This design comes from an exercise in tuning for small area, a short achievable clock period and few clock cycles on the open sky130 flow, not from production work.
Function was not checked in any run shown here: the RTL went through the layout flow alone.

## flow/design.v (module list and top-level ports; edited modules follow where they fit)
// module CONV: 2284 lines
// module CONV_fa: 4 lines
module  CONV(
            input		  clk,
            input		  reset,
            output		  busy,
            input		  ready,
            output [11:0] iaddr,
            input  [19:0] idata,
            output	 	  cwr,
            output [11:0] caddr_wr,
            output [19:0] cdata_wr,
            output	 	  crd,
            output [11:0] caddr_rd,
            input  [19:0] cdata_rd,
            output [ 2:0] csel
        );
  // ...
==> flow/run.sh <==
#!/bin/bash
# synth_recipe.tcl (not shown) runs the flow's synth.tcl, then flattens the netlist and writes it again
# the make line also repeats each setting of config.mk as NAME=value (left out here)
make -C /OpenROAD-flow-scripts/flow DESIGN_CONFIG=/design/flow/config.mk WORK_HOME=/design/flow/orfs CLKGATE_MAP_FILE= SYNTH_SCRIPT=/design/flow/synth_recipe.tcl finish
==> flow/config.mk <==
export PLATFORM = sky130hd
export DESIGN_NAME = CONV
export DESIGN_NICKNAME = CONV
export VERILOG_FILES = /design/flow/design.v
export SDC_FILE = /design/flow/constraint.sdc
export NUM_CORES = 4
export LEC_CHECK = 0
export CAP_MARGIN = 20
export CORE_MARGIN = 2
export CORE_UTILIZATION = 40
export CTS_CLUSTER_DIAMETER = 100
export CTS_CLUSTER_SIZE = 25
export SLEW_MARGIN = 20
export SYNTH_HIERARCHICAL = 1
==> flow/constraint.sdc <==
create_clock -name core_clock -period 10.0 [get_ports {clk}]
set_input_delay 2.0000 -clock core_clock [delete_from_list [all_inputs] [get_ports {clk}]]
set_output_delay 2.0000 -clock core_clock [all_outputs]
set_load 0.01 [all_outputs]
==> metrics.cfg, run 1 <==
[outcome]
status=timing/DRC/antenna clean

[worst_setup_path]
crit_arrival_ns=1.69
crit_path_start_kind=register
path_max_fanout=5
cp_num_cells=1
path_class=reg -> out
critPathBufInv=1

[synth]
yosysMostFrequentCell=fa_1
yosysUniqueCellTypes=74
synth.area.mux_share_pct=0.579
synth_common_cells=fa_1 (988), dfxtp_1 (922), inv_1 (248), ha_1 (94), a21oi_1 (78)
ys_ff_latch=946

[floorplanning]
die_x_microns=338
initial_core_util_pct=40.3
fp-row-count=122
floorplan.die_area_sq_um=114000

[cells_and_area]
final_core_util_pct=44.2
area_share_nonclk_buffers_pct=2.25
final_cell_mix=fa_1 (988), dfxtp_1 (922), inv_1 (248), clkdlybuf4s50_1 (102), ha_1 (94)
largest-register=sr
multi_input_area_share_pct=49.8
nets=4140
n_all_inverters=250
largest_reg_flops=460
finalInstanceArea_sq_um=49000
areaGrowthSynthToFinish_pct=9.64

[timing]
period_share_pct=36.9
clock_skew_ns=0.0376
setup_ws_ns=6.31

[clock_tree]
cts_tree=built

[grt]
grt.total_usage_pct=22.3

[detailed_routing]
first_iter_violations=1937
wl_met3_mm=14.0
drt-total-wl_mm=125
wl_met2_mm=52.8

[place]
dp_slack_ns=6.44
placed_cells=4451

==> run 2: changes to the inputs <==
--- a/flow/design.v
+++ b/flow/design.v
@@ -1746,483 +1746,487 @@
 wire w1685 = ~w1472;
 wire w1686, w1687;
 CONV_fa uw1686 (w1470, w1685, w1467, w1686, w1687);
 wire w1688, w1689;
 CONV_fa uw1688 (w1159, w1158, w1473, w1688, w1689);
 wire w1690 = ~w1475;
 wire w1691, w1692;
 CONV_fa uw1691 (w1160, w1162, w1690, w1691, w1692);
-reg [241:0] r1;
-always @(posedge clk) r1 <= {w1692, w1163, w1689, w1691, w1687, w1471, w1474, w1688, w1684, w1681, w1469, w1686, w1679, w1676, w1465, w1683, w1680, w1674, w1671, w1669, w1678, w1675, w1667, w1664, w1673, w1670, w1668, w1662, w1660, w1444, w1451, w1666, w1663, w1658, w1656, w1654, w1443, w1436, w1661, w1659, w1652, w1650, w1648, w1428, w1657, w1655, w1653, w1646, w1644, w1642, w1640, w1420, w1418, w1651, w1649, w1647, w1638, w1635, w1633, w1631, w1410, w1645, w1643, w1641, w1639, w1629, w1626, w1624, w1622, w1398, w1637, w1634, w1632, w1630, w1620, w1618, w1616, w1614, w1386, w1397, w1628, w1625, w1623, w1621, w1612, w1609, w1607, w1605, w1603, w1371, w1385, w1619, w1617, w1615, w1613, w1601, w1599, w1597, w1595, w1593, w1611, w1608, w1606, w1604, w1602, w1591, w1589, w1587, w1585, w1583, w1342, w1600, w1598, w1596, w1594, w1592, w1581, w1579, w1577, w1575, w1573, w1328, w1325, w1590, w1588, w1586, w1584, w1582, w1571, w1569, w1567, w1565, w1563, w1327, w1580, w1578, w1576, w1574, w1572, w1561, w1559, w1556, w1554, w1552, w1297, w1294, w1570, w1568, w1566, w1564, w1562, w1550, w1547, w1545, w1543, w1560, w1558, w1555, w1553, w1551, w1541, w1538, w1536, w1534, w1266, w1279, w1549, w1546, w1544, w1542, w1532, w1530, w1528, w1526, w1265, w1253, w1540, w1537, w1535, w1533, w1524, w1522, w1520, w1518, w1237, w1531, w1529, w1527, w1525, w1516, w1513, w1511, w1523, w1521, w1519, w1517, w1509, w1507, w1505, w1515, w1512, w1510, w1503, w1501, w1499, w1219, w1508, w1506, w1504, w1497, w1494, w1202, w1502, w1500, w1498, w1492, w1489, w1201, w1496, w1493, w1487, w1485, w1187, w1491, w1488, w1483, w1180, w1486, w1484, w1480, w1173, w1179, w1482, w1478, w1170, w1479, w1166, w1477, w1165, w689, w691, w688};
-wire w1693 = r1[62] ^ r1[63];
-wire w1694 = r1[62] & r1[63];
-wire w1695, w1696;
-CONV_fa uw1695 (r1[72], r1[73], r1[75], w1695, w1696);
-wire w1697 = r1[82] ^ r1[83];
-wire w1698 = r1[82] & r1[83];
+wire w1693 = ~w1170;
+wire w1694, w1695;
+CONV_fa uw1694 (w1693, w1479, w1478, w1694, w1695);
+wire w1696, w1697;
+CONV_fa uw1696 (w1179, w1173, w1480, w1696, w1697);
+wire w1698 = ~w1484;
 wire w1699, w1700;
-CONV_fa uw1699 (r1[91], r1[92], r1[93], w1699, w1700);
-wire w1701, w1702;
-CONV_fa uw1701 (r1[98], r1[99], r1[101], w1701, w1702);
-wire w1703, w1704;
-CONV_fa uw1703 (r1[103], r1[104], r1[105], w1703, w1704);
-wire w1705, w1706;
-CONV_fa uw1705 (r1[109], r1[110], r1[111], w1705, w1706);
-wire w1707, w1708;
-CONV_fa uw1707 (r1[114], r1[115], r1[116], w1707, w1708);
+CONV_fa uw1699 (w1180, w1698, w1486, w1699, w1700);
+wire w1701 = ~w1485;
+wire w1702, w1703;
+CONV_fa uw1702 (w1187, w1488, w1701, w1702, w1703);
+wire w1704, w1705;
+CONV_fa uw1704 (w1201, w1493, w1489, w1704, w1705);
+wire w1706, w1707;
+CONV_fa uw1706 (w1202, w1498, w1494, w1706, w1707);
+wire w1708 = ~w1502;
 wire w1709, w1710;
-CONV_fa uw1709 (r1[121], r1[122], r1[123], w1709, w1710);
-wire w1711 = r1[117] ^ r1[118];
-wire w1712 = r1[117] | r1[118];
+CONV_fa uw1709 (w1500, w1708, w1497, w1709, w1710);
+wire w1711, w1712;
+CONV_fa uw1711 (w1219, w1506, w1501, w1711, w1712);
 wire w1713, w1714;
-CONV_fa uw1713 (r1[126], r1[127], r1[128], w1713, w1714);
-wire w1715, w1716;
-CONV_fa uw1715 (r1[132], r1[133], r1[134], w1715, w1716);
-wire w1717 = r1[129] ^ r1[130];
-wire w1718 = r1[129] | r1[130];
+CONV_fa uw1713 (w1504, w1499, w1508, w1713, w1714);
+wire w1715 = ~w1512;
+wire w1716, w1717;
+CONV_fa uw1716 (w1510, w1715, w1505, w1716, w1717);
+wire w1718 = ~w1507;
 wire w1719, w1720;
-CONV_fa uw1719 (r1[137], r1[138], r1[141], w1719, w1720);
+CONV_fa uw1719 (w1718, w1509, w1515, w1719, w1720);
 wire w1721, w1722;
-CONV_fa uw1721 (r1[142], r1[143], r1[144], w1721, w1722);
+CONV_fa uw1721 (w1519, w1521, w1513, w1721, w1722);
 wire w1723, w1724;
-CONV_fa uw1723 (r1[147], r1[148], r1[152], w1723, w1724);
+CONV_fa uw1723 (w1517, w1511, w1523, w1723, w1724);
 wire w1725, w1726;
-CONV_fa uw1725 (r1[153], r1[154], r1[157], w1725, w1726);
+CONV_fa uw1725 (w1237, w1525, w1527, w1725, w1726);
 wire w1727, w1728;
-CONV_fa uw1727 (r1[158], r1[159], r1[164], w1727, w1728);
-wire w1729 = r1[160] ^ r1[161];
-wire w1730 = r1[160] | r1[161];
-wire w1731, w1732;
-CONV_fa uw1731 (r1[168], r1[169], r1[173], w1731, w1732);
-wire w1733 = r1[177] ^ r1[178];
-wire w1734 = r1[177] & r1[178];
-wire w1735 = r1[186] ^ r1[187];
-wire w1736 = r1[186] & r1[187];
-wire w1737 = r1[33] ^ r1[34];
-wire w1738 = r1[33] & ~r1[34];
-wire w1739 = r1[40] ^ r1[41];
-wire w1740 = r1[40] & ~r1[41];
+CONV_fa uw1727 (w1529, w1531, w1520, w1727, w1728);
+wire w1729 = ~w1522;
+wire w1730, w1731;
+CONV_fa uw1730 (w1518, w1729, w1524, w1730, w1731);
+wire w1732, w1733;
+CONV_fa uw1732 (w1265, w1533, w1535, w1732, w1733);
+wire w1734, w1735;
+CONV_fa uw1734 (w1253, w1537, w1530, w1734, w1735);
+wire w1736 = ~w1532;
+wire w1737, w1738;
+CONV_fa uw1737 (w1526, w1528, w1736, w1737, w1738);
+wire w1739, w1740;
+CONV_fa uw1739 (w1266, w1542, w1544, w1739, w1740);
 wire w1741, w1742;
-CONV_fa uw1741 (r1[46], r1[49], r1[50], w1741, w1742);
+CONV_fa uw1741 (w1279, w1546, w1538, w1741, w1742);
 wire w1743, w1744;
-CONV_fa uw1743 (r1[53], r1[54], r1[57], w1743, w1744);
+CONV_fa uw1743 (w1534, w1536, w1549, w1743, w1744);
 wire w1745, w1746;
-CONV_fa uw1745 (r1[55], r1[56], r1[59], w1745, w1746);
-wire w1747, w1748;
-CONV_fa uw1747 (r1[65], r1[67], r1[68], w1747, w1748);
-wire w1749, w1750;
-CONV_fa uw1749 (r1[64], r1[66], r1[70], w1749, w1750);
-wire w1751 = r1[69] ^ r1[71];
-wire w1752 = r1[69] & ~r1[71];
+CONV_fa uw1745 (w1551, w1553, w1543, w1745, w1746);
+wire w1747 = ~w1545;
+wire w1748, w1749;
+CONV_fa uw1748 (w1555, w1747, w1547, w1748, w1749);
+wire w1750 = ~w1560;
+wire w1751, w1752;
+CONV_fa uw1751 (w1558, w1750, w1550, w1751, w1752);
 wire w1753, w1754;
-CONV_fa uw1753 (r1[77], r1[78], r1[79], w1753, w1754);
+CONV_fa uw1753 (w1562, w1564, w1566, w1753, w1754);
 wire w1755, w1756;
-CONV_fa uw1755 (r1[74], r1[76], r1[80], w1755, w1756);
-wire w1757, w1758;
-CONV_fa uw1757 (r1[81], w1694, w1695, w1757, w1758);
-wire w1759, w1760;
-CONV_fa uw1759 (r1[85], r1[87], r1[88], w1759, w1760);
+CONV_fa uw1755 (w1294, w1297, w1568, w1755, w1756);
+wire w1757 = ~w1570;
+wire w1758, w1759;
+CONV_fa uw1758 (w1757, w1552, w1554, w1758, w1759);
+wire w1760 = ~w1559;
 wire w1761, w1762;
-CONV_fa uw1761 (r1[84], r1[86], r1[89], w1761, w1762);
+CONV_fa uw1761 (w1556, w1760, w1561, w1761, w1762);
 wire w1763, w1764;
-CONV_fa uw1763 (r1[90], w1697, w1696, w1763, w1764);
+CONV_fa uw1763 (w1572, w1574, w1576, w1763, w1764);
 wire w1765, w1766;
-CONV_fa uw1765 (r1[94], r1[95], r1[96], w1765, w1766);
+CONV_fa uw1765 (w1563, w1565, w1567, w1765, w1766);
 wire w1767, w1768;
-CONV_fa uw1767 (r1[97], r1[100], r1[102], w1767, w1768);
+CONV_fa uw1767 (w1327, w1578, w1580, w1767, w1768);
 wire w1769, w1770;
-CONV_fa uw1769 (w1698, w1699, w1701, w1769, w1770);
+CONV_fa uw1769 (w1582, w1584, w1586, w1769, w1770);
 wire w1771, w1772;
-CONV_fa uw1771 (r1[106], r1[107], r1[108], w1771, w1772);
+CONV_fa uw1771 (w1573, w1575, w1577, w1771, w1772);
 wire w1773, w1774;
-CONV_fa uw1773 (w1700, w1702, w1703, w1773, w1774);
-wire w1775 = ~w1705;
-wire w1776, w1777;
-CONV_fa uw1776 (r1[112], r1[113], w1775, w1776, w1777);
-wire w1778, w1779;
-CONV_fa uw1778 (r1[119], r1[120], r1[124], w1778, w1779);
-wire w1780, w1781;
-CONV_fa uw1780 (w1711, w1704, w1706, w1780, w1781);
-wire w1782 = ~r1[125];
+CONV_fa uw1773 (w1325, w1328, w1588, w1773, w1774);
+wire w1775, w1776;
+CONV_fa uw1775 (w1590, w1579, w1581, w1775, w1776);
+wire w1777, w1778;
+CONV_fa uw1777 (w1592, w1594, w1596, w1777, w1778);
+wire w1779, w1780;
+CONV_fa uw1779 (w1583, w1585, w1587, w1779, w1780);
+wire w1781, w1782;
+CONV_fa uw1781 (w1342, w1598, w1600, w1781, w1782);
 wire w1783, w1784;
-CONV_fa uw1783 (w1782, w1707, w1709, w1783, w1784);
+CONV_fa uw1783 (w1602, w1604, w1593, w1783, w1784);
 wire w1785, w1786;
-CONV_fa uw1785 (r1[131], r1[135], r1[136], w1785, w1786);
-wire w1787, w1788;
-CONV_fa uw1787 (w1717, w1708, w1710, w1787, w1788);
-wire w1789 = ~w1712;
+CONV_fa uw1785 (w1606, w1608, w1599, w1785, w1786);
+wire w1787 = ~w1601;
+wire w1788, w1789;
+CONV_fa uw1788 (w1595, w1597, w1787, w1788, w1789);
 wire w1790, w1791;
-CONV_fa uw1790 (w1789, w1713, w1715, w1790, w1791);
+CONV_fa uw1790 (w1371, w1613, w1615, w1790, w1791);
 wire w1792, w1793;
-CONV_fa uw1792 (r1[139], r1[140], r1[145], w1792, w1793);
-wire w1794, w1795;
-CONV_fa uw1794 (w1714, w1716, w1719, w1794, w1795);
-wire w1796 = ~w1721;
+CONV_fa uw1792 (w1385, w1617, w1619, w1792, w1793);
+wire w1794 = ~w1607;
+wire w1795, w1796;
+CONV_fa uw1795 (w1603, w1605, w1794, w1795, w1796);
 wire w1797, w1798;
-CONV_fa uw1797 (r1[146], w1718, w1796, w1797, w1798);
+CONV_fa uw1797 (w1621, w1623, w1614, w1797, w1798);
 wire w1799, w1800;
-CONV_fa uw1799 (r1[149], r1[150], r1[151], w1799, w1800);
-wire w1801, w1802;
-CONV_fa uw1801 (w1720, w1722, w1723, w1801, w1802);
-wire w1803 = ~w1725;
+CONV_fa uw1799 (w1397, w1386, w1625, w1799, w1800);
+wire w1801 = ~w1616;
+wire w1802, w1803;
+CONV_fa uw1802 (w1801, w1618, w1620, w1802, w1803);
 wire w1804, w1805;
-CONV_fa uw1804 (r1[155], r1[156], w1803, w1804, w1805);
+CONV_fa uw1804 (w1630, w1632, w1622, w1804, w1805);
 wire w1806, w1807;
-CONV_fa uw1806 (r1[162], r1[163], r1[166], w1806, w1807);
-wire w1808 = ~r1[167];
+CONV_fa uw1806 (w1398, w1634, w1626, w1806, w1807);
+wire w1808 = ~w1624;
 wire w1809, w1810;
-CONV_fa uw1809 (r1[165], w1808, w1729, w1809, w1810);
+CONV_fa uw1809 (w1808, w1637, w1629, w1809, w1810);
 wire w1811, w1812;
-CONV_fa uw1811 (w1724, w1726, w1727, w1811, w1812);
+CONV_fa uw1811 (w1639, w1641, w1631, w1811, w1812);
 wire w1813, w1814;
-CONV_fa uw1813 (r1[170], r1[171], r1[172], w1813, w1814);
-wire w1815 = ~r1[174];
+CONV_fa uw1813 (w1410, w1643, w1645, w1813, w1814);
+wire w1815 = ~w1633;
 wire w1816, w1817;
-CONV_fa uw1816 (w1815, r1[175], r1[176], w1816, w1817);
-wire w1818 = ~w1730;
-wire w1819, w1820;
-CONV_fa uw1819 (w1818, w1728, w1731, w1819, w1820);
-wire w1821, w1822;
-CONV_fa uw1821 (r1[179], r1[180], r1[181], w1821, w1822);
-wire w1823 = ~r1[184];
-wire w1824, w1825;
-CONV_fa uw1824 (r1[182], r1[183], w1823, w1824, w1825);
-wire w1826 = ~r1[185];
+CONV_fa uw1816 (w1815, w1635, w1638, w1816, w1817);
+wire w1818, w1819;
+CONV_fa uw1818 (w1647, w1649, w1640, w1818, w1819);
+wire w1820, w1821;
+CONV_fa uw1820 (w1418, w1420, w1651, w1820, w1821);
+wire w1822 = ~w1642;
+wire w1823, w1824;
+CONV_fa uw1823 (w1822, w1644, w1646, w1823, w1824);
+wire w1825, w1826;
+CONV_fa uw1825 (w1653, w1655, w1648, w1825, w1826);
 wire w1827, w1828;
-CONV_fa uw1827 (w1826, w1733, w1732, w1827, w1828);
+CONV_fa uw1827 (w1428, w1657, w1652, w1827, w1828);
 wire w1829, w1830;
-CONV_fa uw1829 (r1[188], r1[189], r1[190], w1829, w1830);
-wire w1831 = ~r1[193];
-wire w1832, w1833;
-CONV_fa uw1832 (r1[191], r1[192], w1831, w1832, w1833);
-wire w1834 = ~r1[194];
-wire w1835, w1836;
-CONV_fa uw1835 (w1834, w1734, w1735, w1835, w1836);
-wire w1837, w1838;
-CONV_fa uw1837 (r1[195], r1[196], r1[199], w1837, w1838);
+CONV_fa uw1829 (w1443, w1659, w1654, w1829, w1830);
+wire w1831, w1832;
+CONV_fa uw1831 (w1436, w1661, w1658, w1831, w1832);
+wire w1833, w1834;
+CONV_fa uw1833 (w1451, w1444, w1660, w1833, w1834);
+wire w1835 = ~w1666;
+wire w1836, w1837;
+CONV_fa uw1836 (w1663, w1662, w1835, w1836, w1837);
+wire w1838 = ~w1668;
 wire w1839, w1840;
-CONV_fa uw1839 (r1[197], r1[198], r1[201], w1839, w1840);
-wire w1841 = r1[200] ^ w1736;
-wire w1842 = r1[200] & w1736;
-wire w1843, w1844;
-CONV_fa uw1843 (r1[202], r1[205], r1[206], w1843, w1844);
+CONV_fa uw1839 (w1838, w1670, w1664, w1839, w1840);
+wire w1841 = ~w1671;
+wire w1842, w1843;
+CONV_fa uw1842 (w1675, w1669, w1841, w1842, w1843);
+wire w1844 = ~w1680;
 wire w1845, w1846;
-CONV_fa uw1845 (r1[203], r1[204], r1[208], w1845, w1846);
-wire w1847, w1848;
-CONV_fa uw1847 (r1[210], r1[211], r1[212], w1847, w1848);
-wire w1849 = r1[17] ^ r1[18];
-wire w1850 = r1[17] & ~r1[18];
+CONV_fa uw1845 (w1465, w1844, w1676, w1845, w1846);
+wire w1847 = ~w1686;
+wire w1848, w1849;
+CONV_fa uw1848 (w1469, w1681, w1847, w1848, w1849);
+wire w1850 = ~w1688;
 wire w1851, w1852;
-CONV_fa uw1851 (r1[22], r1[24], r1[25], w1851, w1852);
+CONV_fa uw1851 (w1474, w1471, w1850, w1851, w1852);
 wire w1853, w1854;
-CONV_fa uw1853 (r1[27], r1[29], r1[30], w1853, w1854);
-wire w1855 = r1[31] ^ r1[28];
-wire w1856 = r1[31] & ~r1[28];
+CONV_fa uw1853 (1'b0, w1163, w1692, w1853, w1854);
+reg [173:0] r1;
+always @(posedge clk) r1 <= {w1854, w1853, w1852, w1689, w1691, w1849, w1687, w1851, w1846, w1684, w1848, w1843, w1679, w1683, w1845, w1840, w1674, w1678, w1842, w1837, w1834, w1673, w1667, w1839, w1832, w1830, w1836, w1833, w1828, w1826, w1656, w1831, w1829, w1824, w1821, w1819, w1650, w1827, w1825, w1817, w1814, w1812, w1823, w1820, w1818, w1810, w1807, w1805, w1816, w1813, w1811, w1803, w1800, w1798, w1809, w1806, w1804, w1796, w1793, w1791, w1628, w1802, w1799, w1797, w1789, w1786, w1784, w1612, w1609, w1795, w1792, w1790, w1782, w1780, w1778, w1611, w1788, w1785, w1783, w1776, w1774, w1772, w1770, w1591, w1589, w1781, w1779, w1777, w1768, w1766, w1764, w1775, w1773, w1771, w1769, w1762, w1759, w1756, w1754, w1571, w1569, w1767, w1765, w1763, w1752, w1749, w1746, w1761, w1758, w1755, w1753, w1744, w1742, w1740, w1751, w1748, w1745, w1738, w1735, w1733, w1541, w1743, w1741, w1739, w1731, w1728, w1726, w1540, w1737, w1734, w1732, w1724, w1722, w1730, w1727, w1725, w1720, w1717, w1516, w1723, w1721, w1714, w1712, w1719, w1716, w1710, w1707, w1503, w1713, w1711, w1705, w1709, w1706, w1703, w1492, w1496, w1704, w1700, w1487, w1491, w1702, w1697, w1483, w1699, w1695, w1482, w1696, w1694, w1166, w1477, w1165, w689, w691, w688};
+wire w1855 = r1[43] ^ r1[44];
+wire w1856 = r1[43] & ~r1[44];
 wire w1857, w1858;
-CONV_fa uw1857 (r1[35], r1[37], r1[39], w1857, w1858);
-wire w1859, w1860;
-CONV_fa uw1859 (r1[36], r1[38], w1737, w1859, w1860);
+CONV_fa uw1857 (r1[50], r1[52], r1[53], w1857, w1858);
+wire w1859 = r1[57] ^ r1[58];
+wire w1860 = r1[57] & ~r1[58];
 wire w1861, w1862;
-CONV_fa uw1861 (r1[42], r1[43], r1[45], w1861, w1862);
-wire w1863 = ~w1738;
-wire w1864, w1865;
-CONV_fa uw1864 (r1[44], w1863, w1739, w1864, w1865);
-wire w1866, w1867;
-CONV_fa uw1866 (r1[47], r1[48], r1[51], w1866, w1867);
-wire w1868, w1869;
-CONV_fa uw1868 (r1[52], w1740, w1741, w1868, w1869);
-wire w1870 = ~r1[60];
+CONV_fa uw1861 (r1[63], r1[65], r1[67], w1861, w1862);
+wire w1863, w1864;
+CONV_fa uw1863 (r1[70], r1[71], r1[75], w1863, w1864);
+wire w1865, w1866;
+CONV_fa uw1865 (r1[72], r1[73], r1[74], w1865, w1866);
+wire w1867, w1868;
+CONV_fa uw1867 (r1[79], r1[80], r1[83], w1867, w1868);
+wire w1869 = r1[81] ^ r1[82];
+wire w1870 = r1[81] | r1[82];
 wire w1871, w1872;
-CONV_fa uw1871 (r1[58], w1870, r1[61], w1871, w1872);
-wire w1873 = ~w1745;
-wire w1874, w1875;
-CONV_fa uw1874 (w1742, w1743, w1873, w1874, w1875);
-wire w1876, w1877;
-CONV_fa uw1876 (w1693, w1744, w1747, w1876, w1877);
-wire w1878, w1879;
-CONV_fa uw1878 (w1751, w1746, w1749, w1878, w1879);
+CONV_fa uw1871 (r1[86], r1[87], r1[91], w1871, w1872);
+wire w1873, w1874;
+CONV_fa uw1873 (r1[88], r1[89], r1[90], w1873, w1874);
+wire w1875 = r1[92] ^ r1[93];
+wire w1876 = r1[92] & ~r1[93];
+wire w1877, w1878;
+CONV_fa uw1877 (r1[95], r1[97], r1[98], w1877, w1878);
+wire w1879 = ~r1[96];
 wire w1880, w1881;
-CONV_fa uw1880 (w1752, w1748, w1753, w1880, w1881);
-wire w1882 = ~w1757;
-wire w1883, w1884;
-CONV_fa uw1883 (w1750, w1755, w1882, w1883, w1884);
-wire w1885 = ~w1756;
+CONV_fa uw1880 (w1879, r1[99], r1[100], w1880, w1881);
+wire w1882, w1883;
+CONV_fa uw1882 (r1[102], r1[104], r1[106], w1882, w1883);
+wire w1884, w1885;
+CONV_fa uw1884 (r1[103], r1[105], r1[108], w1884, w1885);
 wire w1886, w1887;
-CONV_fa uw1886 (w1754, w1885, w1759, w1886, w1887);
-wire w1888 = ~w1761;
-wire w1889, w1890;
-CONV_fa uw1889 (w1888, w1758, w1763, w1889, w1890);
-wire w1891, w1892;
-CONV_fa uw1891 (w1762, w1765, w1767, w1891, w1892);
-wire w1893, w1894;
-CONV_fa uw1893 (w1760, w1764, w1769, w1893, w1894);
-wire w1895, w1896;
-CONV_fa uw1895 (w1766, w1768, w1771, w1895, w1896);
-wire w1897 = ~w1776;
-wire w1898, w1899;
-CONV_fa uw1898 (w1770, w1773, w1897, w1898, w1899);
-wire w1900, w1901;
-CONV_fa uw1900 (w1774, w1780, w1783, w1900, w1901);
+CONV_fa uw1886 (r1[110], r1[114], r1[116], w1886, w1887);
+wire w1888 = r1[111] ^ r1[112];
+wire w1889 = r1[111] | r1[112];
+wire w1890, w1891;
+CONV_fa uw1890 (r1[118], r1[119], r1[121], w1890, w1891);
+wire w1892 = r1[123] ^ r1[124];
+wire w1893 = r1[123] & ~r1[124];
+wire w1894 = r1[129] ^ r1[130];
+wire w1895 = r1[129] & ~r1[130];
+wire w1896 = r1[135] ^ r1[136];
+wire w1897 = r1[135] & ~r1[136];
+wire w1898 = r1[25] ^ r1[24];
+wire w1899 = r1[25] & ~r1[24];
+wire w1900 = r1[29] ^ r1[30];
+wire w1901 = r1[29] & r1[30];
 wire w1902, w1903;
-CONV_fa uw1902 (w1772, w1778, w1777, w1902, w1903);
+CONV_fa uw1902 (r1[34], r1[35], r1[36], w1902, w1903);
 wire w1904, w1905;
-CONV_fa uw1904 (w1781, w1784, w1787, w1904, w1905);
-wire w1906 = ~w1790;
-wire w1907, w1908;
-CONV_fa uw1907 (w1779, w1785, w1906, w1907, w1908);
-wire w1909, w1910;
-CONV_fa uw1909 (w1788, w1791, w1794, w1909, w1910);
+CONV_fa uw1904 (r1[38], r1[40], r1[42], w1904, w1905);
+wire w1906, w1907;
+CONV_fa uw1906 (r1[45], r1[46], r1[47], w1906, w1907);
+wire w1908 = r1[49] ^ r1[48];
+wire w1909 = r1[49] & ~r1[48];
+wire w1910 = ~r1[54];
 wire w1911, w1912;
-CONV_fa uw1911 (w1786, w1792, w1797, w1911, w1912);
-wire w1913 = ~w1795;
-wire w1914, w1915;
-CONV_fa uw1914 (w1793, w1799, w1913, w1914, w1915);
-wire w1916 = ~w1801;
-wire w1917, w1918;
-CONV_fa uw1917 (w1916, w1798, w1804, w1917, w1918);
-wire w1919 = ~w1809;
+CONV_fa uw1911 (r1[51], w1910, r1[55], w1911, w1912);
+wire w1913, w1914;
+CONV_fa uw1913 (r1[56], w1856, w1857, w1913, w1914);
+wire w1915, w1916;
+CONV_fa uw1915 (r1[59], r1[60], r1[62], w1915, w1916);
+wire w1917 = ~w1858;
+wire w1918, w1919;
+CONV_fa uw1918 (r1[61], w1859, w1917, w1918, w1919);
 wire w1920, w1921;
-CONV_fa uw1920 (w1800, w1806, w1919, w1920, w1921);
-wire w1922 = ~w1805;
-wire w1923, w1924;
-CONV_fa uw1923 (w1802, w1811, w1922, w1923, w1924);
+CONV_fa uw1920 (r1[64], r1[66], r1[68], w1920, w1921);
+wire w1922, w1923;
+CONV_fa uw1922 (r1[69], w1860, w1861, w1922, w1923);
+wire w1924 = ~r1[77];
 wire w1925, w1926;
-CONV_fa uw1925 (w1807, w1813, w1816, w1925, w1926);
-wire w1927, w1928;
-CONV_fa uw1927 (w1810, w1812, w1819, w1927, w1928);
-wire w1929, w1930;
-CONV_fa uw1929 (w1814, w1821, w1817, w1929, w1930);
+CONV_fa uw1925 (r1[76], w1924, r1[78], w1925, w1926);
+wire w1927 = ~w1865;
+wire w1928, w1929;
+CONV_fa uw1928 (w1862, w1863, w1927, w1928, w1929);
+wire w1930 = ~r1[85];
 wire w1931, w1932;
-CONV_fa uw1931 (w1824, w1820, w1827, w1931, w1932);
-wire w1933 = ~w1825;
+CONV_fa uw1931 (r1[84], w1930, w1869, w1931, w1932);
+wire w1933 = ~w1866;
 wire w1934, w1935;
-CONV_fa uw1934 (w1822, w1829, w1933, w1934, w1935);
+CONV_fa uw1934 (w1864, w1933, w1867, w1934, w1935);
 wire w1936, w1937;
-CONV_fa uw1936 (w1832, w1835, w1828, w1936, w1937);
-wire w1938 = ~w1837;
+CONV_fa uw1936 (r1[94], w1870, w1875, w1936, w1937);
+wire w1938 = ~w1873;
 wire w1939, w1940;
-CONV_fa uw1939 (w1830, w1938, w1839, w1939, w1940);
+CONV_fa uw1939 (w1868, w1871, w1938, w1939, w1940);
 wire w1941, w1942;
-CONV_fa uw1941 (w1833, w1841, w1836, w1941, w1942);
-wire w1943, w1944;
-CONV_fa uw1943 (r1[207], w1838, w1843, w1943, w1944);
-wire w1945 = ~w1842;
+CONV_fa uw1941 (w1876, w1872, w1877, w1941, w1942);
+wire w1943 = ~w1880;
+wire w1944, w1945;
+CONV_fa uw1944 (r1[101], w1874, w1943, w1944, w1945);
 wire w1946, w1947;
-CONV_fa uw1946 (w1840, w1845, w1945, w1946, w1947);
-wire w1948 = ~r1[213];
+CONV_fa uw1946 (r1[107], r1[109], w1878, w1946, w1947);
+wire w1948 = ~w1884;
 wire w1949, w1950;
-CONV_fa uw1949 (r1[209], w1948, r1[214], w1949, w1950);
-wire w1951 = ~w1846;
+CONV_fa uw1949 (w1882, w1948, w1881, w1949, w1950);
+wire w1951 = ~w1888;
 wire w1952, w1953;
-CONV_fa uw1952 (w1844, w1951, w1847, w1952, w1953);
-wire w1954, w1955;
-CONV_fa uw1954 (r1[216], r1[217], r1[218], w1954, w1955);
-wire w1956, w1957;
-CONV_fa uw1956 (r1[215], r1[219], w1848, w1956, w1957);
+CONV_fa uw1952 (r1[113], r1[115], w1951, w1952, w1953);
+wire w1954 = ~w1885;
+wire w1955, w1956;
+CONV_fa uw1955 (w1883, w1954, w1886, w1955, w1956);
+wire w1957 = ~r1[122];
 wire w1958, w1959;
-CONV_fa uw1958 (r1[221], r1[223], r1[224], w1958, w1959);
-wire w1960 = r1[220] ^ r1[222];
-wire w1961 = r1[220] & r1[222];
-wire w1962, w1963;
-CONV_fa uw1962 (r1[226], r1[227], r1[228], w1962, w1963);
-wire w1964 = r1[225] ^ r1[229];
-wire w1965 = r1[225] | r1[229];
-wire w1966 = ~r1[230];
-wire w1967, w1968;
-CONV_fa uw1967 (w1966, r1[231], r1[232], w1967, w1968);
-wire w1969 = r1[235] ^ r1[234];
-wire w1970 = r1[235] & ~r1[234];
-wire w1971 = r1[10] ^ r1[9];
-wire w1972 = r1[10] & ~r1[9];
-wire w1973 = ~r1[13];
+CONV_fa uw1958 (r1[117], r1[120], w1957, w1958, w1959);
+wire w1960 = ~w1887;
+wire w1961, w1962;
+CONV_fa uw1961 (w1889, w1960, w1890, w1961, w1962);
+wire w1963, w1964;
+CONV_fa uw1963 (r1[125], r1[127], r1[128], w1963, w1964);
+wire w1965 = ~r1[126];
+wire w1966, w1967;
+CONV_fa uw1966 (w1965, w1892, w1891, w1966, w1967);
+wire w1968, w1969;
+CONV_fa uw1968 (r1[131], r1[133], r1[134], w1968, w1969);
+wire w1970 = ~w1894;
+wire w1971, w1972;
+CONV_fa uw1971 (r1[132], w1893, w1970, w1971, w1972);
+wire w1973 = ~r1[139];
 wire w1974, w1975;
-CONV_fa uw1974 (w1973, r1[14], r1[15], w1974, w1975);
-wire w1976 = ~r1[20];
+CONV_fa uw1974 (r1[137], r1[138], w1973, w1974, w1975);
+wire w1976 = ~w1895;
 wire w1977, w1978;
-CONV_fa uw1977 (r1[19], w1976, r1[21], w1977, w1978);
-wire w1979 = ~w1850;
-wire w1980, w1981;
-CONV_fa uw1980 (r1[23], r1[26], w1979, w1980, w1981);
-wire w1982 = ~w1852;
-wire w1983, w1984;
-CONV_fa uw1983 (r1[32], w1855, w1982, w1983, w1984);
+CONV_fa uw1977 (r1[140], w1976, w1896, w1977, w1978);
+wire w1979, w1980;
+CONV_fa uw1979 (r1[141], r1[143], r1[144], w1979, w1980);
+wire w1981 = ~w1897;
+wire w1982, w1983;
+CONV_fa uw1982 (r1[142], r1[145], w1981, w1982, w1983);
+wire w1984 = ~r1[147];
 wire w1985, w1986;
-CONV_fa uw1985 (w1856, w1854, w1857, w1985, w1986);
-wire w1987 = ~w1860;
-wire w1988, w1989;
-CONV_fa uw1988 (w1858, w1861, w1987, w1988, w1989);
-wire w1990 = ~w1862;
-wire w1991, w1992;
-CONV_fa uw1991 (w1990, w1866, w1865, w1991, w1992);
-wire w1993 = ~w1867;
-wire w1994, w1995;
-CONV_fa uw1994 (w1993, w1871, w1869, w1994, w1995);
-wire w1996 = ~w1878;
-wire w1997, w1998;
-CONV_fa uw1997 (w1872, w1876, w1996, w1997, w1998);
-wire w1999 = ~w1879;
-wire w2000, w2001;
-CONV_fa uw2000 (w1877, w1999, w1880, w2000, w2001);
-wire w2002, w2003;
-CONV_fa uw2002 (w1881, w1886, w1889, w2002, w2003);
-wire w2004, w2005;
-CONV_fa uw2004 (w1887, w1890, w1893, w2004, w2005);
-wire w2006 = ~w1894;
-wire w2007, w2008;
-CONV_fa uw2007 (w1892, w1895, w2006, w2007, w2008);
-wire w2009 = ~w1900;
-wire w2010, w2011;
-CONV_fa uw2010 (w1896, w2009, w1902, w2010, w2011);
-wire w2012 = ~w1903;
-wire w2013, w2014;
-CONV_fa uw2013 (w1901, w1904, w2012, w2013, w2014);
-wire w2015 = ~w1908;
-wire w2016, w2017;
-CONV_fa uw2016 (w1905, w1909, w2015, w2016, w2017);
+CONV_fa uw1985 (r1[146], w1984, r1[148], w1985, w1986);
+wire w1987, w1988;
+CONV_fa uw1987 (r1[150], r1[152], r1[154], w1987, w1988);
+wire w1989 = r1[155] ^ r1[156];
+wire w1990 = r1[155] & ~r1[156];
+wire w1991 = r1[159] ^ r1[160];
+wire w1992 = r1[159] & r1[160];
+wire w1993 = r1[13] ^ r1[14];
+wire w1994 = r1[13] & ~r1[14];
+wire w1995 = ~r1[17];
+wire w1996, w1997;
+CONV_fa uw1996 (w1995, r1[18], r1[19], w1996, w1997);
+wire w1998 = r1[21] ^ r1[22];
+wire w1999 = r1[21] & ~r1[22];
+wire w2000 = ~r1[28];
+wire w2001, w2002;
+CONV_fa uw2001 (r1[26], r1[27], w2000, w2001, w2002);
+wire w2003, w2004;
+CONV_fa uw2003 (r1[32], w1899, w1900, w2003, w2004);
+wire w2005 = ~r1[33];
+wire w2006, w2007;
+CONV_fa uw2006 (w2005, r1[37], w1901, w2006, w2007);
+wire w2008 = ~w1903;
+wire w2009, w2010;
+CONV_fa uw2009 (r1[39], r1[41], w2008, w2009, w2010);
+wire w2011 = ~w1905;
+wire w2012, w2013;
+CONV_fa uw2012 (w1908, w1855, w2011, w2012, w2013);
+wire w2014 = ~w1911;
+wire w2015, w2016;
+CONV_fa uw2015 (w1909, w1907, w2014, w2015, w2016);
+wire w2017 = ~w1912;
 wire w2018, w2019;
-CONV_fa uw2018 (w1912, w1914, w1917, w2018, w2019);
-wire w2020, w2021;
-CONV_fa uw2020 (w1920, w1915, w1918, w2020, w2021);
-wire w2022 = ~w1927;
-wire w2023, w2024;
-CONV_fa uw2023 (w1925, w1921, w2022, w2023, w2024);
-wire w2025 = ~w1928;
+CONV_fa uw2018 (w1915, w2017, w1914, w2018, w2019);
+wire w2020 = ~w1920;
+wire w2021, w2022;
+CONV_fa uw2021 (w1916, w2020, w1922, w2021, w2022);
+wire w2023 = ~w1923;
+wire w2024, w2025;
+CONV_fa uw2024 (w1921, w1925, w2023, w2024, w2025);
 wire w2026, w2027;
-CONV_fa uw2026 (w1926, w1929, w2025, w2026, w2027);
-wire w2028 = ~w1932;
-wire w2029, w2030;
-CONV_fa uw2029 (w1930, w1934, w2028, w2029, w2030);
-wire w2031 = ~w1941;
-wire w2032, w2033;
-CONV_fa uw2032 (w1939, w1935, w2031, w2032, w2033);
-wire w2034 = ~w1943;
+CONV_fa uw2026 (w1931, w1929, w1934, w2026, w2027);
+wire w2028, w2029;
+CONV_fa uw2028 (w1932, w1935, w1939, w2028, w2029);
+wire w2030 = ~w1937;
+wire w2031, w2032;
+CONV_fa uw2031 (w2030, w1941, w1940, w2031, w2032);
+wire w2033, w2034;
+CONV_fa uw2033 (w1942, w1946, w1949, w2033, w2034);
 wire w2035, w2036;
-CONV_fa uw2035 (w2034, w1940, w1946, w2035, w2036);
-wire w2037 = ~w1949;
+CONV_fa uw2035 (w1947, w1950, w1955, w2035, w2036);
+wire w2037 = ~w1953;
 wire w2038, w2039;
-CONV_fa uw2038 (w2037, w1944, w1952, w2038, w2039);
-wire w2040 = ~w1956;
+CONV_fa uw2038 (w1958, w2037, w1956, w2038, w2039);
+wire w2040 = ~w1959;
 wire w2041, w2042;
-CONV_fa uw2041 (w1954, w1950, w2040, w2041, w2042);
-wire w2043 = ~w1960;
+CONV_fa uw2041 (w1963, w2040, w1966, w2041, w2042);
+wire w2043 = ~w1971;
 wire w2044, w2045;
-CONV_fa uw2044 (w2043, w1955, w1958, w2044, w2045);
-wire w2046, w2047;
-CONV_fa uw2046 (w1961, w1964, w1962, w2046, w2047);
-wire w2048 = ~w1965;
-wire w2049, w2050;
-CONV_fa uw2049 (r1[233], w2048, w1963, w2049, w2050);
-wire w2051 = ~w1969;
-wire w2052, w2053;
-CONV_fa uw2052 (r1[236], r1[237], w2051, w2052, w2053);
-wire w2054 = r1[238] ^ r1[239];
-wire w2055 = r1[238] | r1[239];
-wire w2056 = 1'b0 ^ r1[240];
-wire w2057 = 1'b0 | r1[240];
-reg [105:0] r2;
-always @(posedge clk) r2 <= {w2057, r1[241], w2056, w2055, w1970, w2054, w2053, w1968, w2052, w2050, w1967, w2049, w2047, w1959, w2046, w2045, w1957, w2044, w2042, w1953, w2041, w2039, w1947, w2038, w2036, w1942, w2035, w2033, w1937, w2032, w2030, w1936, w2029, w2027, w1931, w2026, w2024, w1924, w2023, w2021, w1923, w2020, w2019, w1910, w2018, w2017, w1911, w2016, w2014, w1907, w2013, w2011, w1899, w2010, w2008, w1898, w2007, w2005, w1891, w2004, w2003, w1884, w2002, w2001, w1883, w2000, w1998, w1875, w1997, w1995, w1874, w1994, w1992, w1868, w1991, w1989, w1864, w1988, w1986, w1859, w1985, w1984, w1853, w1983, w1981, w1851, w1980, w1978, w1849, w1977, w1975, r1[16], w1974, w1972, r1[12], r1[11], w1971, r1[8], r1[7], r1[6], r1[5], r1[4], r1[3], r1[2], r1[1], r1[0]};
-wire w2058 = r2[6] ^ r2[7];
-wire w2059 = r2[6] & ~r2[7];
-wire w2060 = ~r2[9];
-wire w2061, w2062;
-CONV_fa uw2061 (w2060, r2[10], r2[11], w2061, w2062);
-wire w2063 = ~r2[14];
-wire w2064, w2065;
-CONV_fa uw2064 (r2[12], r2[13], w2063, w2064, w2065);
-wire w2066 = ~r2[17];
-wire w2067, w2068;
-CONV_fa uw2067 (r2[15], r2[16], w2066, w2067, w2068);
-wire w2069 = ~r2[19];
-wire w2070, w2071;
-CONV_fa uw2070 (r2[18], w2069, r2[20], w2070, w2071);
-wire w2072 = ~r2[23];
-wire w2073, w2074;
-CONV_fa uw2073 (r2[21], r2[22], w2072, w2073, w2074);
-wire w2075 = ~r2[25];
-wire w2076, w2077;
-CONV_fa uw2076 (r2[24], w2075, r2[26], w2076, w2077);
-wire w2078 = ~r2[29];
-wire w2079, w2080;
-CONV_fa uw2079 (r2[27], r2[28], w2078, w2079, w2080);
-wire w2081 = ~r2[31];
-wire w2082, w2083;
-CONV_fa uw2082 (r2[30], w2081, r2[32], w2082, w2083);
-wire w2084 = ~r2[33];
-wire w2085, w2086;
-CONV_fa uw2085 (w2084, r2[34], r2[35], w2085, w2086);
+CONV_fa uw2044 (w1964, w1968, w2043, w2044, w2045);
+wire w2046 = ~w1969;
+wire w2047, w2048;
+CONV_fa uw2047 (w2046, w1974, w1972, w2047, w2048);
+wire w2049 = ~w1978;
+wire w2050, w2051;
+CONV_fa uw2050 (w1979, w1975, w2049, w2050, w2051);
+wire w2052 = ~r1[149];
+wire w2053, w2054;
+CONV_fa uw2053 (w2052, w1980, w1985, w2053, w2054);
+wire w2055 = ~w1987;
+wire w2056, w2057;
+CONV_fa uw2056 (r1[151], r1[153], w2055, w2056, w2057);
+wire w2058, w2059;
+CONV_fa uw2058 (r1[157], r1[158], w1989, w2058, w2059);
+wire w2060, w2061;
+CONV_fa uw2060 (r1[162], w1990, w1991, w2060, w2061);
+wire w2062 = ~r1[163];
+wire w2063, w2064;
+CONV_fa uw2063 (w2062, r1[164], r1[165], w2063, w2064);
+wire w2065 = r1[166] ^ r1[167];
+wire w2066 = r1[166] & r1[167];
+wire w2067 = r1[169] ^ r1[170];
+wire w2068 = r1[169] | r1[170];
+wire w2069 = r1[7] ^ r1[8];
+wire w2070 = r1[7] & ~r1[8];
+wire w2071 = ~r1[11];
+wire w2072, w2073;
+CONV_fa uw2072 (r1[10], w2071, r1[12], w2072, w2073);
+wire w2074 = ~w1993;
+wire w2075, w2076;
+CONV_fa uw2075 (r1[15], r1[16], w2074, w2075, w2076);
+wire w2077 = ~w1996;
+wire w2078, w2079;
+CONV_fa uw2078 (r1[20], w1994, w2077, w2078, w2079);
+wire w2080 = ~r1[23];
+wire w2081, w2082;
+CONV_fa uw2081 (w2080, w1998, w1997, w2081, w2082);
+wire w2083 = ~w1898;
+wire w2084, w2085;
+CONV_fa uw2084 (w1999, w2083, w2001, w2084, w2085);
+wire w2086 = ~r1[31];
 wire w2087, w2088;
-CONV_fa uw2087 (r2[36], r2[37], r2[38], w2087, w2088);
-wire w2089 = ~r2[41];
-wire w2090, w2091;
-CONV_fa uw2090 (r2[39], r2[40], w2089, w2090, w2091);
-wire w2092 = ~r2[44];
-wire w2093, w2094;
-CONV_fa uw2093 (r2[42], r2[43], w2092, w2093, w2094);
-wire w2095 = ~r2[47];
-wire w2096, w2097;
-CONV_fa uw2096 (r2[45], r2[46], w2095, w2096, w2097);
-wire w2098 = ~r2[49];
-wire w2099, w2100;
-CONV_fa uw2099 (r2[48], w2098, r2[50], w2099, w2100);
-wire w2101 = ~r2[53];
-wire w2102, w2103;
-CONV_fa uw2102 (r2[51], r2[52], w2101, w2102, w2103);
-wire w2104 = ~r2[55];
-wire w2105, w2106;
-CONV_fa uw2105 (r2[54], w2104, r2[56], w2105, w2106);
-wire w2107 = ~r2[59];
-wire w2108, w2109;
-CONV_fa uw2108 (r2[57], r2[58], w2107, w2108, w2109);
-wire w2110 = ~r2[61];
-wire w2111, w2112;
-CONV_fa uw2111 (r2[60], w2110, r2[62], w2111, w2112);
-wire w2113 = ~r2[65];
-wire w2114, w2115;
-CONV_fa uw2114 (r2[63], r2[64], w2113, w2114, w2115);
-wire w2116 = ~r2[68];
-wire w2117, w2118;
-CONV_fa uw2117 (r2[66], r2[67], w2116, w2117, w2118);
-wire w2119 = ~r2[71];
-wire w2120, w2121;
-CONV_fa uw2120 (r2[69], r2[70], w2119, w2120, w2121);
-wire w2122 = ~r2[74];
-wire w2123, w2124;
-CONV_fa uw2123 (r2[72], r2[73], w2122, w2123, w2124);
-wire w2125 = ~r2[77];
-wire w2126, w2127;
-CONV_fa uw2126 (r2[75], r2[76], w2125, w2126, w2127);
-wire w2128 = ~r2[80];
-wire w2129, w2130;
-CONV_fa uw2129 (r2[78], r2[79], w2128, w2129, w2130);
-wire w2131 = ~r2[82];
-wire w2132, w2133;
-CONV_fa uw2132 (r2[81], w2131, r2[83], w2132, w2133);
-wire w2134 = ~r2[85];
-wire w2135, w2136;
-CONV_fa uw2135 (r2[84], w2134, r2[86], w2135, w2136);
-wire w2137 = ~r2[89];
-wire w2138, w2139;
-CONV_fa uw2138 (r2[87], r2[88], w2137, w2138, w2139);
-wire w2140 = ~r2[91];
+CONV_fa uw2087 (w2086, w2002, w2003, w2087, w2088);
+wire w2089, w2090;
+CONV_fa uw2089 (w1902, w2004, w2006, w2089, w2090);
+wire w2091 = ~w2009;
+wire w2092, w2093;
+CONV_fa uw2092 (w1904, w2007, w2091, w2092, w2093);
+wire w2094 = ~w1906;
+wire w2095, w2096;
+CONV_fa uw2095 (w2094, w2010, w2012, w2095, w2096);
+wire w2097 = ~w2013;
+wire w2098, w2099;
+CONV_fa uw2098 (w1913, w2097, w2015, w2098, w2099);
+wire w2100 = ~w1918;
+wire w2101, w2102;
+CONV_fa uw2101 (w2100, w2016, w2018, w2101, w2102);
+wire w2103 = ~w1919;
+wire w2104, w2105;
+CONV_fa uw2104 (w2103, w2019, w2021, w2104, w2105);
+wire w2106 = ~w2024;
+wire w2107, w2108;
+CONV_fa uw2107 (w1928, w2022, w2106, w2107, w2108);
+wire w2109 = ~w2026;
+wire w2110, w2111;
+CONV_fa uw2110 (w1926, w2025, w2109, w2110, w2111);
+wire w2112 = ~w1936;
+wire w2113, w2114;
+CONV_fa uw2113 (w2112, w2027, w2028, w2113, w2114);
+wire w2115 = ~w1944;
+wire w2116, w2117;
+CONV_fa uw2116 (w2115, w2029, w2031, w2116, w2117);
+wire w2118 = ~w1945;
+wire w2119, w2120;
+CONV_fa uw2119 (w2118, w2032, w2033, w2119, w2120);
+wire w2121 = ~w1952;
+wire w2122, w2123;
+CONV_fa uw2122 (w2121, w2034, w2035, w2122, w2123);
+wire w2124 = ~w1961;
+wire w2125, w2126;
+CONV_fa uw2125 (w2124, w2036, w2038, w2125, w2126);
+wire w2127 = ~w2039;
+wire w2128, w2129;
+CONV_fa uw2128 (w1962, w2041, w2127, w2128, w2129);
+wire w2130, w2131;
+CONV_fa uw2130 (w1967, w2042, w2044, w2130, w2131);
+wire w2132 = ~w2047;
+wire w2133, w2134;
+CONV_fa uw2133 (w1977, w2132, w2045, w2133, w2134);
+wire w2135 = ~w1982;
+wire w2136, w2137;
+CONV_fa uw2136 (w2135, w2048, w2050, w2136, w2137);
+wire w2138 = ~w1983;
+wire w2139, w2140;
+CONV_fa uw2139 (w2138, w2053, w2051, w2139, w2140);
 wire w2141, w2142;
-CONV_fa uw2141 (r2[90], w2140, r2[92], w2141, w2142);
-wire w2143 = ~r2[95];
+CONV_fa uw2141 (w1986, w2054, w2056, w2141, w2142);
+wire w2143 = ~w2057;
 wire w2144, w2145;
-CONV_fa uw2144 (r2[93], r2[94], w2143, w2144, w2145);
-wire w2146 = ~r2[98];
+CONV_fa uw2144 (w1988, w2058, w2143, w2144, w2145);
+wire w2146 = ~w2060;
 wire w2147, w2148;
-CONV_fa uw2147 (r2[96], r2[97], w2146, w2147, w2148);
+CONV_fa uw2147 (r1[161], w2059, w2146, w2147, w2148);
 wire w2149, w2150;
-CONV_fa uw2149 (r2[99], r2[100], r2[101], w2149, w2150);
-wire w2151 = ~r2[103];
+CONV_fa uw2149 (w1992, w2063, w2061, w2149, w2150);
+wire w2151 = ~r1[168];
 wire w2152, w2153;
-CONV_fa uw2152 (r2[102], w2151, r2[104], w2152, w2153);
-wire [37:0] suma = {~w2153, w2150, w2148, w2145, ~w2142, ~w2139, w2136, ~w2133, ~w2130, ~w2127, ~w2124, ~w2121, ~w2118, ~w2115, w2112, w2109, ~w2106, ~w2103, w2100, w2097, w2094, w2091, w2088, w2086, w2083, w2080, ~w2077, ~w2074, w2071, w2068, w2065, w2062, w2059, ~w2058, r2[4], r2[3], r2[1], ~r2[0]};
-wire [37:0] sumb = {~r2[105], ~w2152, w2149, w2147, w2144, ~w2141, ~w2138, w2135, ~w2132, ~w2129, ~w2126, ~w2123, ~w2120, ~w2117, ~w2114, w2111, w2108, ~w2105, ~w2102, w2099, w2096, w2093, w2090, w2087, w2085, w2082, w2079, ~w2076, ~w2073, w2070, w2067, w2064, w2061, r2[8], r2[5], 1'b0, ~r2[2], 1'b0};
+CONV_fa uw2152 (w2151, w2065, w2064, w2152, w2153);
+wire w2154, w2155;
+CONV_fa uw2154 (r1[171], w2066, w2067, w2154, w2155);
+wire w2156 = r1[172] ^ w2068;
+wire w2157 = r1[172] | w2068;
+reg [72:0] r2;
+always @(posedge clk) r2 <= {r1[173], w2157, w2156, w2155, w2154, w2153, w2152, w2150, w2149, w2148, w2147, w2145, w2144, w2142, w2141, w2140, w2139, w2137, w2136, w2134, w2133, w2131, w2130, w2129, w2128, w2126, w2125, w2123, w2122, w2120, w2119, w2117, w2116, w2114, w2113, w2111, w2110, w2108, w2107, w2105, w2104, w2102, w2101, w2099, w2098, w2096, w2095, w2093, w2092, w2090, w2089, w2088, w2087, w2085, w2084, w2082, w2081, w2079, w2078, w2076, w2075, w2073, w2072, w2070, r1[9], w2069, r1[6], r1[5], r1[4], r1[3], r1[2], r1[1], r1[0]};
+wire [37:0] suma = {~r2[71], r2[69], r2[67], r2[65], ~r2[63], ~r2[61], r2[59], r2[57], r2[55], ~r2[53], ~r2[51], ~r2[49], r2[47], r2[45], r2[43], r2[41], r2[39], ~r2[37], r2[35], r2[33], r2[31], r2[29], ~r2[27], r2[25], r2[23], r2[21], r2[19], ~r2[17], r2[15], r2[13], r2[11], r2[9], ~r2[7], r2[6], r2[4], r2[3], r2[1], ~r2[0]};
+wire [37:0] sumb = {~r2[72], r2[70], r2[68], r2[66], r2[64], ~r2[62], ~r2[60], r2[58], r2[56], r2[54], ~r2[52], ~r2[50], ~r2[48], r2[46], r2[44], r2[42], r2[40], r2[38], ~r2[36], r2[34], r2[32], r2[30], r2[28], ~r2[26], r2[24], r2[22], r2[20], r2[18], ~r2[16], r2[14], r2[12], r2[10], r2[8], 1'b0, r2[5], 1'b0, ~r2[2], 1'b0};
 wire [37:0] acc  = suma + sumb;
 wire [19:0] relu = acc[37] ? 20'd0 : acc[35:16];
 wire       wlow  = wq < 7'd2;
 wire [6:0] wq2   = wlow ? wq + 7'd65 : wq;
 wire [6:0] pt    = wq2 - 7'd3;
 wire [4:0] pi    = pt[5:1];        
 wire       ph    = pt[0];          
 wire [3:0] psx   = wlow ? ws - 4'd1 : ws;
==> flow/config.mk (replaced) <==
export PLATFORM = sky130hd
export DESIGN_NAME = CONV
export DESIGN_NICKNAME = CONV
export VERILOG_FILES = /design/flow/design.v
export SDC_FILE = /design/flow/constraint.sdc
export NUM_CORES = 4
export LEC_CHECK = 0
export CAP_MARGIN = 20
export CORE_MARGIN = 2
export CORE_UTILIZATION = 40
export SLEW_MARGIN = 20
export SYNTH_HIERARCHICAL = 1
==> run 2 against run 1 <==
Core utilization increased by 1.5 points. Setup slack worse by 0.37 ns. Register-to-register slack worse by 0.53 ns. Worst hold slack got worse by 0.0035 ns. Critical path depth is 4 higher. Largest cell class unchanged. Still clean on timing, DRC and antenna. Maximum frequency is 9.1% lower. Clock skew rose by 0.016 ns. Via count fell by 2.5%.
==> metrics.cfg, run 2 <==
[synth]
ys_warn_count=7  ; unchanged
synth_common_cells=fa_1 (989), dfxtp_1 (822), inv_1 (244), ha_1 (93), nor2_1 (67)  ; was fa_1 (988), dfxtp_1 (922), inv_1 (248), ha_1 (94), a21oi_1 (78)
synth.avg_cell_area_sq_um=15.7  ; was 15.5 sq um
synth_area_sq_um=42300  ; was 44700 sq um
yosysMostFrequentCell=fa_1  ; unchanged
seq_area_frac_synth_pct=40.6  ; was 42.9%
yosysUniqueCellTypes=59  ; was 74
yosys_most_used_dff=dfxtp_1  ; unchanged
yosys.area.top_type_share_pct=46.8  ; was 44.2%
ys_ff_latch=846  ; was 946
synthArstFlopShare_pct=0.473  ; was 0.423%
yosys.area.top_type=fa_1  ; unchanged
synth_edf_count=20  ; unchanged
yosys-top-cells-area=fa_1 (47%), dfxtp_1 (39%), ha_1 (2.8%), inv_1 (2.2%), edfxtp_1 (1.4%)  ; was fa_1 (44%), dfxtp_1 (41%), ha_1 (2.6%), inv_1 (2.1%), edfxtp_1 (1.3%)
synth_cells=2698  ; was 2880

[timing]
clock_skew_ns=0.0539  ; was 0.0376 ns
relSlewSlack_pct=21.5  ; was 18.7%
setup_viol_count_final=0  ; unchanged
fmax_mhz=246  ; was 271 MHz
period_share_pct=40.6  ; was 36.9%
report.final.slew_viol_count=0  ; unchanged
hold_viol=0  ; unchanged
fin_crit_ns=4.06  ; was 3.69 ns
tns_ns=0  ; unchanged
hold_ws_ns=0.303  ; was 0.307 ns
rsz0062_at_grt=no  ; unchanged
setup_ws_ns=5.94  ; was 6.31 ns
worstMarginPinSlew_ns=1.18  ; was 1.22 ns

[place]
io_buffers=102  ; unchanged
place_area_sq_um=45000  ; was 47400 sq um
placed_cells=4180  ; was 4451
dp_hpwl_mm=106  ; was 96.8 mm
globalplace.congestion=0.994  ; was 1.02
dp_slack_ns=5.97  ; was 6.44 ns

[clock_tree]
cts.hold.buffers_added=0  ; unchanged
clock-sinks=846  ; was 946
cts_max_path_buffers=3  ; unchanged
cts_tree=built  ; unchanged
ctsResizeCount=0  ; unchanged
htreeDepth=3  ; was 2
clock_latency_ns=0.69  ; about the same
root_buffer=clkbuf_16  ; unchanged
cts_setup_buffers=0  ; unchanged
cts.clk_slew.worst_paths_ns=0.06  ; was 0.10 ns
cts_buffers=87  ; was 50

[cells_and_area]
largest-register=sr  ; unchanged
nets=4003  ; was 4140
layout-drive-gt1-share_pct=6.21  ; was 3.43%
final_core_util_pct=45.7  ; was 44.2%
largest_reg_flops=460  ; unchanged
reg_top3=sr x460, r1 x173, r2 x72  ; was sr x460, r1 x241, r2 x104
final_common_cell=fa_1  ; unchanged
areaGrowthSynthToFinish_pct=13.5  ; was 9.64%
finalNonFillerCells=4341  ; was 4527
finalInstanceArea_sq_um=48000  ; was 49000 sq um
final_cell_mix=fa_1 (989), dfxtp_1 (814), inv_1 (244), clkdlybuf4s50_1 (102), ha_1 (93)  ; was fa_1 (988), dfxtp_1 (922), inv_1 (248), clkdlybuf4s50_1 (102), ha_1 (94)

[worst_setup_path]
cpPeakStageDelay_ns=1.08  ; was 0.57 ns
reg2reg_slack_ns=5.94  ; was 6.47 ns
path_class=reg -> reg  ; was reg -> out
timing.rr.end=r1[50]  ; was r1[73]
worstPathCellList=fa_1 -> fa_1 -> fa_1 -> fa_1 -> fa_1  ; was clkdlybuf4s50_1
path_max_fanout=6  ; was 5
cp_data_required_time_ns=10.52  ; was 8.00 ns
crit_slowest_cell=dfxtp_1  ; was clkdlybuf4s50_1
r2r_cells=5  ; was 4
r2r_start=sr[448]  ; was sr[48]
crit_arrival_ns=4.59  ; was 1.69 ns
cpMostUsedCell=fa_1
crit_path_start_kind=register  ; unchanged
end_kind=register  ; was output pin

[outcome]
status=timing/DRC/antenna clean  ; unchanged

[detailed_routing]
firstDrtPassIters=5  ; unchanged
num_vias=21800  ; was 22400
first_iter_violations=1701  ; was 1937
drt-total-wl_mm=135  ; was 125 mm
antenna_left=0  ; unchanged
wl_per_cell_microns=31.0  ; was 27.7 microns
drc_errors=0  ; unchanged
viasPerCell=5.03  ; was 4.95

[floorplanning]
die_y_microns=329  ; was 338 microns
io_pins=105  ; unchanged
initial_core_util_pct=40.3  ; about the same
fp-row-count=119  ; was 122
die_x_microns=329  ; was 338 microns
core-area_sq_um=105000  ; was 111000 sq um
floorplan.die_area_sq_um=108000  ; was 114000 sq um

[grt]
grt_max_degree=45  ; was 43
grt_pass1_vias=24900  ; was 24300
antenna_found_initial=8  ; unchanged
grt.total_usage_pct=25.7  ; was 22.3%
grt_pass1_wl_mm=189  ; was 179 mm
grt-ovfl-total=0  ; unchanged

[hold_path]
min-delay-start=sr[326]  ; was sr[175]
min_path_cells=0  ; unchanged
worstHoldPathType=reg -> reg  ; unchanged
hold_end=sr[346]  ; was sr[195]

[run]
cap_viol_max_count=0  ; unchanged

-- run 2: worst max path at each step --
stage	start	endpoint	slack, ns	cells after the start
finish	sr[448]	r1[50]	5.94	5
global route	sr[412]	r1[58]	5.91	5
CTS	sr[247]	r1[58]	5.94	5
detailed placement	sr[247]	r1[51]	5.97	5
global placement	sr[243]	r1[22]	5.91	5
floorplan	sr[258]	r1[150]	6.73	6
-- run 2: cell type report --
class	instances	area, sq um
Tap cell	1391	1740
Sequential cell	846	17200
Timing Repair Buffer	116	1130
Clock inverter	40	494
Clock buffer	119	2510
Inverter	245	920
Antenna cell	2	5.00
Fill cell	9112	57000
Multi-Input combinational cell	1582	24000
-- run 2: worst max-delay path: cells and delay by family (launching register included) --
family / cells / cell delay [ns]
flip-flops: 1 / 1.08
adder cells (fa/ha/maj): 5 / 2.82
-- run 2: per-module statistics from Yosys, one instance, submodules excluded --
module	times used	cells	flops+latches	cell area, sq um
CONV	1	1710	846	22500
CONV_fa	988	1	0	20.0
-- run 2: cells by family after synthesis --
kind of cell             synth area share, %
adder cells (fa/ha/maj)                 49.6
flip-flops                              40.6
buffers and inverters                   2.79
AND/OR/NAND/NOR                         2.40
AO/OA/AOI/OAI                           2.80
XOR/XNOR                                1.16
multiplexers                           0.637
other                                 0.0178
-- run 2: metal layers --
layer / track usage (%) / share of wire [%]
met3: 5.59 / 6.6
met1: 34.2 / 42
met2: 40.8 / 47
met5: 0 / 0.015
met4: 10.9 / 4.7

static timing again, ports no longer ideal:
How much do the figures lean on ideal ports? The routed layouts below were timed once more, with nothing changed but the port constraints.
Step 1, drivers: a clkbuf_16 drives clk and a buf_2 each remaining input, both assumed.
Step 2 also shifts input and output timing later by t, the mid clock arrival at the registers, as if the neighbouring blocks saw the same clock.
a / b / c = ideal / step 1 / step 2; a / b = the first two.
run	shift t [ns]	setup slack, ns	hold WS [ns]	slew at the worst register clock pin (ns)	pins driven straight from the clock port
run 1	0.740	6.309 / 6.241 / 6.470	0.307 / 0.307 / 0.307	0.10 / 0.10	1
run 2	0.739	5.939 / 5.939 / 5.939	0.303 / 0.303 / 0.303	0.07 / 0.07	1
After both steps setup and hold are still met in every run listed.
